Background: an optimization exercise with open tools, aiming at a short achievable clock period and few clock cycles. Do not read the settings as production practice.
Function was checked by simulation only, so behaviour that the tests miss may differ from the original.

== v6 ==
// core
module core(
	input             clk      ,
	input             _rst     ,
	output     [31:0] inst_addr,
	input      [31:0] inst     ,
	output            data_w_en,
	output            data_r_en,
	output     [3:0]  data_sel ,
	output     [31:0] data_addr,
	output     [31:0] data_out ,
	input      [31:0] data_in
);
Size in the first run: about 8200 cells after synthesis, ~1600 flip-flops, roughly 170 I/O pins.
export LEC_CHECK = 0
export ABC_CLOCK_PERIOD_IN_PS = 3000
export CAP_MARGIN = 20
export CORE_MARGIN = 2
export CORE_UTILIZATION = 40
export PLACE_DENSITY = 0.6
export SETUP_SLACK_MARGIN = 3.6
export SLEW_MARGIN = 20
export TNS_END_PERCENT = 50
create_clock -name core_clock -period 7.0 [get_ports {clk}]
run.sh (not shown) runs the stock make flow with config.mk's settings and CLKGATE_MAP_FILE= SYNTH_SCRIPT=/design/flow/synth_recipe.tcl, a recipe that flattens the netlist after the stock synthesis.
Testbench counts of v6, summed over its fixed seeds: cycles 54,821.
For v7, these inputs were changed with respect to v6:
--- a/flow/design.v
+++ b/flow/design.v
@@ -4,24 +4,23 @@
 	output     [31:0] inst_addr,
 	input      [31:0] inst     ,
 	output            data_w_en,
 	output            data_r_en,
 	output     [3:0]  data_sel ,
 	output     [31:0] data_addr,
 	output     [31:0] data_out ,
 	input      [31:0] data_in
 );
 	reg  [31:0] pc_a, pc_b;
 	reg         pc_sel;
-	reg         x_vraw;
-	wire        x_valid;
+	reg         x_valid;
 	reg  [31:0] x_pc, x_cval, x_off, x_op1, x_op2, x_rs2v;
 	reg  [4:0]  x_shamt;
 	reg  [4:0]  x_rd;
 	reg         x_we, x_load, x_store;
 	reg  [2:0]  x_f3;
 	reg         x_c_eq, x_c_ne, x_c_lt, x_c_ge, x_c_ltu, x_c_geu, x_c_jalr, x_pred;
 	reg         x_r_add, x_r_sub, x_r_xor, x_r_or, x_r_and, x_r_sll, x_r_sr,
 	            x_r_slt, x_r_sltu, x_r_pci, x_r_cval;
 	reg         x_sra;
 	reg         m_valid, m_we, m_load;
 	reg  [4:0]  m_rd;
@@ -55,23 +54,22 @@
 			default: ld = data_in;
 		endcase
 	end
 	wire [31:0] wval = m_load ? ld : m_res;
 	wire        m_wr = m_valid & m_we;
 	assign data_w_en = m_w_en;
 	assign data_r_en = m_r_en;
 	assign data_sel  = m_sel;
 	assign data_addr = m_addr;
 	assign data_out  = m_wdata;
 	wire [31:0] pc = pc_sel ? pc_b : pc_a;
-	assign x_valid = x_vraw & ~pc_sel;
 	assign inst_addr = pc;
 	wire [4:0] opc = inst[6:2];
 	wire [4:0] rd  = inst[11:7];
 	wire [2:0] f3  = inst[14:12];
 	wire [4:0] rs1 = inst[19:15];
 	wire [4:0] rs2 = inst[24:20];
 	wire d_lui   = opc == 5'b01101;
 	wire d_auipc = opc == 5'b00101;
 	wire d_jal   = opc == 5'b11011;
 	wire d_jalr  = opc == 5'b11001;
 	wire d_br    = opc == 5'b11000;
@@ -165,25 +163,25 @@
 		if (!_rst) begin
 			pc_sel <= 1'b0;
 			pc_a   <= 32'd0;
 		end else begin
 			pc_sel <= redirect;
 			pc_a   <= (d_bpred & ~d_luse) ? pt_b : d_luse ? pc : d_spred ? ptgt : pc4;
 		end
 		pc_b <= target;
 	end
 	always @(posedge clk) begin
 		if (!_rst) begin
-			x_vraw  <= 1'b0;
+			x_valid <= 1'b0;
 		end else begin
-			x_vraw  <= ~d_luse;
+			x_valid <= ~redirect & ~d_luse;
 		end
 	end
 	always @(posedge clk) begin
 		x_pc     <= pc;
 		x_cval   <= d_lui ? imm_u : pc4;
 		x_off    <= d_br ? imm_b : d_jal ? imm_j : imm_u;
 		x_op1    <= ({32{d_fa_m & x_r_add}} & s_add) | ({32{d_fa_m & x_r_sub}} & s_sub) |
 		            ({32{d_fa_m}} & res_o) | ({32{~d_fa_m}} & (d_fa_w ? wval : d_rs1v));
 		x_op2    <= ({32{d_fb_m2 & x_r_add}} & s_add) | ({32{d_fb_m2 & x_r_sub}} & s_sub) |
 		            ({32{d_fb_m2}} & res_o) |
 		            ({32{~d_fb_m2}} & (d_b_imm ? (d_store ? imm_s : imm_i) : d_fb_w ? wval : d_rs2v));
--- outcome ---
- On count of distinct cell types in the synthesized netlist, the lower figure sits with v6, not v7.
- Status: sequential cell area parity (v6, v7)
- When v7 is set beside v6, its number of ordinary and repair buffers in the finished layout turns out to be 33 smaller.
- [v7 vs v6] post-layout net count: lower in v7
- Multi-input logic portion of the cell area (lower): v6
- Relative to v6, minimum clock period after layout has gone up in v7.
- The wire length on met1 in v7 was lower than what v6 gave.
Testbench counts of v7, summed over its fixed seeds: cycles 54,821.

-- what the ideal ports hide --
The results above use ideal ports. As a check the final layouts listed here were re-extracted and re-timed, cells and wires unchanged.
Step 1 sets driving cells, clkbuf_16 on the clock port and buf_2 on the other inputs (assumed; they add their load-dependent delay and slew).
Step 2 moves the port delays by t, midway between the first and last clock arrival at a register: inputs arrive t later, outputs are due t later. That takes back most of the time a late clock gives input paths.
Slacks: ideal ports / drivers / drivers and shift; pairs: ideal ports / drivers.
run	t, ns	setup WS [ns]	worst setup path after step 2	worst data-port slew with drivers (ns)
v6	0.918	3.334 / 2.878 / 1.960	input to register	0.65
v7	0.936	3.216 / 2.959 / 2.023	input to register	0.65
After both steps every run listed still meets setup and hold. The setup slack of v6, which loses most, moves by -0.456 ns with the drivers and by -1.374 ns with both steps.
